This is an optimization exercise on Yosys and OpenROAD, whose aim is small area and few clock cycles per item, not a production implementation.
In this exercise RTL edits were held to simulation tests only and were not proved equivalent to the original.
Power is estimated from default activity; no workload was simulated.

Setup of run A:
==> flow/design.v <==
module top (clock, start, BestDist, motionX, motionY, AddressR, AddressS1, AddressS2, R, S1, S2, completed);
	input clock;
	input start;
	output [7:0] BestDist;
	output [3:0] motionX, motionY;
	output completed;
	input [7:0] R, S1, S2;
	output [7:0] AddressR;
	output [9:0] AddressS1, AddressS2;
	localparam IDLE = 3'd0, FILL = 3'd1, RUN = 3'd2, SEL = 3'd3, DONE = 3'd4;
	reg [2:0] st;
	reg [7:0] p;           
	reg [3:0] phi;         
	reg pass2;
	reg [3:0] K;           
	reg [7:0] n;           
	reg [7:0] best;
	reg [3:0] mvx, mvy;
	assign AddressR  = p;
	wire [3:0] am1 = p[7:4] - 4'd1;
	wire [3:0] Kc;         
	wire sw;               
	wire [4:0] r1 = {1'b0, K} + {1'b0, p[7:4]} + {4'd0, sw};
	wire [4:0] r2 = {1'b0, K} + {1'b0, am1} + {4'd0, sw};
	assign AddressS1 = {r1, 1'b0, p[3:0]};
	assign AddressS2 = {r2, 1'b1, p[3:0]};
	assign BestDist  = best;
	assign motionX   = mvx;
	assign motionY   = mvy;
	wire [8*16-1:0] rin;    
	wire [15:0] th_all;
	genvar g;
	generate for (g = 0; g < 16; g = g + 1) begin : thd
		assign th_all[g] = (p[3:0] >= g);
	end endgenerate
	wire [8*16-1:0] accs;
	wire [15:0] alive;
	wire load = ((st == RUN) && (n == 8'd0)) || sw;
	wire rebias = (st == SEL) && any_alive;
	wire [7:0] dlt;         
	assign rin[7:0] = R;
	genvar j;
	generate
		for (j = 0; j < 16; j = j + 1) begin : pe
			PE u (.clock(clock), .r(rin[8*j+7:8*j]), .s1(S1), .s2(S2), .use_s1(th_all[j]),
			      .load(load), .rebias(rebias), .nb(~best), .dlt(dlt),
			      .acc(accs[8*j+7:8*j]), .alive(alive[j]));
			if (j < 15) begin : rp
				reg [7:0] rpipe;
				always @(posedge clock) rpipe <= rin[8*j+7:8*j];
				assign rin[8*j+15:8*j+8] = rpipe;
			end
		end
	endgenerate
	reg [7:0] selv;
	reg [3:0] seli;
	integer q;
	always @* begin
		selv = 8'd0;
		seli = 4'd0;
		for (q = 15; q >= 0; q = q - 1)
			if (alive[q]) begin
				selv = accs[8*q +: 8];
				seli = q;
			end
	end
	assign dlt = ~selv;
	wire any_alive = |alive;
	wire last_row = (K == 4'd15);
	localparam [7:0] T1 = 8'd32;
	wire found = ~best[5];                  
	wire give_up = !pass2 && !found && (phi == 4'd14);
	wire row_out = ((st == RUN) && (n != 8'd0) || (st == SEL)) && !any_alive;
	wire pass_end = row_out && last_row;
	wire to_done = pass_end && (pass2 || found);
	wire new_pass = (pass_end && !to_done) || (give_up && (st == RUN || st == SEL));
	assign sw = row_out && !to_done && !new_pass;
	assign completed = (st == DONE) || to_done;
	assign Kc = sw ? K + 4'd1 : K;
	reg [2:0] st_n;
	reg [3:0] K_n;
	reg [7:0] n_n;
	always @* begin
		st_n = st;
		K_n = Kc;
		n_n = n + 8'd1;
		case (st)
			IDLE: begin st_n = FILL; K_n = 4'd0; n_n = 8'd0; end
			FILL: if (n == 8'd13) begin st_n = RUN; n_n = 8'd0; end
			RUN: if (!sw && n == 8'd255) st_n = SEL;
			default: ;
		endcase
		if (sw) begin
			st_n = RUN;
			n_n = 8'd1;
		end
		if (to_done) st_n = DONE;
		if (new_pass) begin
			st_n = RUN;
			n_n = 8'd0;
			K_n = 4'd0;
		end
		if (!start) st_n = IDLE;
	end
	wire [7:0] p_n = start ? p + 8'd1 : 8'd0;
	always @(posedge clock) begin
		st <= st_n;
		K <= K_n;
		n <= n_n;
		p <= p_n;
		if (st == IDLE) phi <= 4'd0;
		else if (p == 8'hFF) phi <= phi + 4'd1;
		if (st == IDLE) pass2 <= 1'b0;
		else if (new_pass) pass2 <= 1'b1;
		if (st == IDLE)
			best <= T1;
		else if (new_pass)
			best <= 8'hFF;
		else if (rebias) begin
			best <= selv + best + 8'd1;
			mvx <= {~seli[3], seli[2:0]};
			mvy <= {~K[3], K[2:0]};
		end
	end
endmodule
module PE (clock, r, s1, s2, use_s1, load, rebias, nb, dlt, acc, alive);
	input clock;
	input [7:0] r, s1, s2;
	input use_s1, load, rebias;
	input [7:0] nb;         
	input [7:0] dlt;        
	output reg [7:0] acc;
	output alive;
	wire [7:0] s = use_s1 ? s1 : s2;
	wire [8:0] t = {1'b0, r} + {1'b0, ~s};
	wire c = t[8];
	wire [7:0] x = load ? nb : acc;
	wire [7:0] y = rebias ? dlt : (t[7:0] ^ {8{~c}});
	wire ci = c & ~rebias;
	wire [8:0] sum = {1'b0, x} + {1'b0, y} + {8'd0, ci};
	assign alive = ~&acc;
	always @(posedge clock) acc <= sum[8] ? 8'hFF : sum[7:0];
endmodule
export LEC_CHECK = 0
export ABC_AREA = 1
export CAP_MARGIN = 20
export CORE_MARGIN = 2
export CORE_UTILIZATION = 70
export CTS_BUF_LIST = sky130_fd_sc_hd__clkbuf_8
export CTS_CLUSTER_DIAMETER = 60
export CTS_CLUSTER_SIZE = 30
export GPL_TIMING_DRIVEN = 0
export SETUP_SLACK_MARGIN = 0.1
export SLEW_MARGIN = 20
create_clock -name core_clock -period 5.5 [get_ports {clock}]
run.sh (not shown) runs the stock make flow with config.mk's settings and CLKGATE_MAP_FILE= SYNTH_SCRIPT=/design/flow/synth_recipe.tcl, a recipe that flattens the netlist after the stock synthesis.
Testbench counts of run A, summed over its fixed seeds: cycles 26,731, searches 48.
Edits applied to the flow inputs when going from run A to run B:
- CORE_UTILIZATION: 70 -> 55
[summary]
- Run B ends up with a portion of total power attributed to the clock network that is 0.8 points higher than in run A.
- Achievable frequency (run B over run A): increase, 3.2%
- Of the two candidates, run A has the better final instance area and run B the worse one.
- Run B was carried through to the last stage, and its layout satisfied the timing, DRC and antenna checks.
Input-level comparison between run C and run B:
- swapping 55 for 60 in CORE_UTILIZATION
- putting PLACE_DENSITY at 0.8 where nothing was set
- swapping 0.1 for 0.05 in SETUP_SLACK_MARGIN
==> comparison <==
Any difference in power density normalized to cell area between run C and run B is small enough to ignore.
Run C ends up with higher aggregate global-route resource usage than run B does.
Sequential share of layout area delta (run C -> run B): insignificant
Compared with run B, run C shows a lower count of clock-buffer cells in the layout.
In run C, the hold slack came out 0.0071 ns below the value in run B.
What run D does differently from run C at the input level:
- SETUP_SLACK_MARGIN: 0.05 -> 0.1
- CORE_UTILIZATION: 60 -> 65
- PLACE_DENSITY: 0.8 -> unset
[summary]
- Run D reached the end of the flow, and the finished layout is clean on the timing, DRC and antenna checks.
- Of run D and run C, it is run D that has the higher starting utilization of the core area.
- Run D can be clocked slower than run C.
- Diff run D and run C: worst ir drop on vdd higher in run D
- Compared with run C, run D shows a lower number of fill cells.
- Comparing clock buffer count in the final layout for run D and run C, the bigger number came from run D.
- Setup total negative slack: run C vs run D identical
What run E does differently from run D at the input level:
- changing CORE_UTILIZATION from 65 to 60
- setting GPL_ROUTABILITY_DRIVEN to 0 for the first time
- changing SETUP_SLACK_MARGIN from 0.1 to 0.05
## What came out
Run E: flow completed, timing, DRC and antenna clean. On run E: average via count per standard cell is about 3% lower than what run D gave. Clock latency reported for the late side of the worst-skew pair: run E higher than run D. Part of the cycle the worst path needs (run E over run D): decrease, 0.25 points.

---

top, a different RTL version from the one above (not shown whole).
Size: about 3400 cells after synthesis, about 71 I/O pins, about 23000 sq um of cells after synthesis.
export LEC_CHECK = 0
export ABC_AREA = 1
export CAP_MARGIN = 20
export CORE_MARGIN = 2
export CORE_UTILIZATION = 65
export CTS_BUF_LIST = sky130_fd_sc_hd__clkbuf_8
export CTS_CLUSTER_DIAMETER = 60
export CTS_CLUSTER_SIZE = 30
export GPL_TIMING_DRIVEN = 0
export SETUP_SLACK_MARGIN = 0.15
export SLEW_MARGIN = 20
create_clock -name core_clock -period 5.5 [get_ports {clock}]
The baseline went through all stages and came out clean.
Testbench counts at the start, summed over its fixed seeds: cycles 26,779, searches 48.
Next try:
CAP_MARGIN = 5   (was 20)
SETUP_SLACK_MARGIN = 0.1   (was 0.15)
SLEW_MARGIN = 5   (was 20)
Outcome: The changed run passed the timing, DRC and antenna checks; power stays flat; sequential power barely changes; register-to-register slack is about the same; via count stays flat; wire length barely changes; worst setup slack degrades by 0.0088 ns; fmax barely changes; design area is about the same.

---

Another version of the RTL of top (not shown whole).
Size in the first run: about 2900 cells after synthesis, roughly 300 flip-flops, roughly 71 I/O pins, about 25000 um2 of cells after synthesis.
// top
module top (clock, start, BestDist, motionX, motionY, AddressR, AddressS1, AddressS2, R, S1, S2, completed);
==> flow/config.mk <==
export PLATFORM = sky130hd
export DESIGN_NAME = top
export DESIGN_NICKNAME = top
export VERILOG_FILES = /design/flow/design.v
export SDC_FILE = /design/flow/constraint.sdc
export NUM_CORES = 4
export LEC_CHECK = 0
export CAP_MARGIN = 20
export CORE_MARGIN = 2
export CORE_UTILIZATION = 40
export SLEW_MARGIN = 20
==> flow/constraint.sdc <==
create_clock -name core_clock -period 5.5 [get_ports {clock}]
set_input_delay 1.1000 -clock core_clock [delete_from_list [all_inputs] [get_ports {clock}]]
set_output_delay 1.1000 -clock core_clock [all_outputs]
set_load 0.01 [all_outputs]
The starting point produced a clean layout.
Testbench counts at the start, summed over its fixed seeds: cycles 27,633, searches 48.
Rerun with:
- GPL_TIMING_DRIVEN: unset -> 0
After rerunning: The new run passed the timing, DRC and antenna checks. Setup slack loses 0.040 ns. Worst hold slack barely changes. First-iteration DRC count came out lower by 9.8%. Die area stays the same. Clock power came out lower by about 2%. Non-clock buffer count came out lower by 160. Power came out lower by 3.0%. Wire length came out higher by 0.56%. Via count came out lower by 2.3%.

---

## build 89
top, a different RTL version from the one above (not shown whole).
Size in the first run: ~290 flip-flops, roughly 23000 um2 of cells after synthesis.
clock: 5.5 ns
lec_check: 0
abc_area: 1
cap_margin: 20
core_margin: 2
core_utilization: 55
cts_buf_list: sky130_fd_sc_hd__clkbuf_8
cts_cluster_diameter: 60
cts_cluster_size: 30
gpl_timing_driven: 0
setup_slack_margin: 0.05
slew_margin: 20
Build 89: full flow OK, the timing, DRC and antenna checks passed
Testbench counts of build 89, summed over its fixed seeds: cycles 25,910, searches 48.
Relative to build 89, the following input files were edited for build 97:
- changing CORE_UTILIZATION from 55 to 60
Findings:
Buffer and inverter count on the worst path: build 97 higher than build 89. Final standard cell utilization of the core was lower in build 89 than in build 97. When build 97 is measured against build 89, its clock latency at the later pin of the worst-skew pair turns out 60 ps higher. Against build 89, the final cell area of build 97 is lower. Compared with build 89, build 97 shows starting utilization of the core area higher by 5.0 points. On number of ports placed on the die boundary, build 97 tracks build 89 almost exactly. Comparing build 89 and build 97, wire length of the first global-routing pass is higher on build 89. On wire length, build 97 does better than build 89. Side by side, time the final worst path needs with I/O delays and setup turned out higher in build 97 than in build 89. The clock-buffer cell count in build 97 sits 6 below the value recorded for build 89.

==> afterwards: timing with drivers on the ports <==
The results above use ideal ports. As a check the final layouts listed here were re-extracted and re-timed, cells and wires unchanged. Step 1, drivers: a clkbuf_16 drives clock and a buf_2 each remaining input, both assumed. Step 2 adds t to the input delays and takes it off the output delays; t is the mean of the earliest and latest rising clock arrival at the registers after step 1. Input paths then give back, and output paths get back, about the clock's delay inside the block. a / b / c = no drivers / after step 1 / after step 2; a / b = the first two.
run	t, ns	setup slack, ns	clock arrival spread, ns	pins driven straight from the clock port
run A	0.698	0.124 / 0.124 / -0.525	0.052 / 0.051	1
run B	0.665	0.290 / 0.236 / -0.329	0.024 / 0.024	1
run C	0.713	0.198 / 0.143 / -0.427	0.035 / 0.034	1
run D	0.676	0.164 / 0.164 / -0.301	0.046 / 0.046	1
run E	0.727	0.178 / 0.126 / -0.395	0.022 / 0.022	1
the first run of note 2	0.716	0.296 / 0.296 / -0.364	0.032 / 0.032	1
the second run of note 2	0.641	0.288 / 0.288 / -0.319	0.043 / 0.042	1
the first run of note 3	0.633	0.260 / 0.260 / -0.317	0.020 / 0.020	1
the second run of note 3	0.635	0.220 / 0.220 / -0.359	0.023 / 0.023	1
build 89	0.666	0.260 / 0.206 / -0.357	0.030 / 0.030	1
build 97	0.724	0.206 / 0.155 / -0.487	0.042 / 0.041	1
Met with ideal ports but missed after step 2: setup timing in every run listed. For build 97, which loses most, drivers alone change the setup slack by -0.051 ns; drivers and shift together by -0.693 ns.
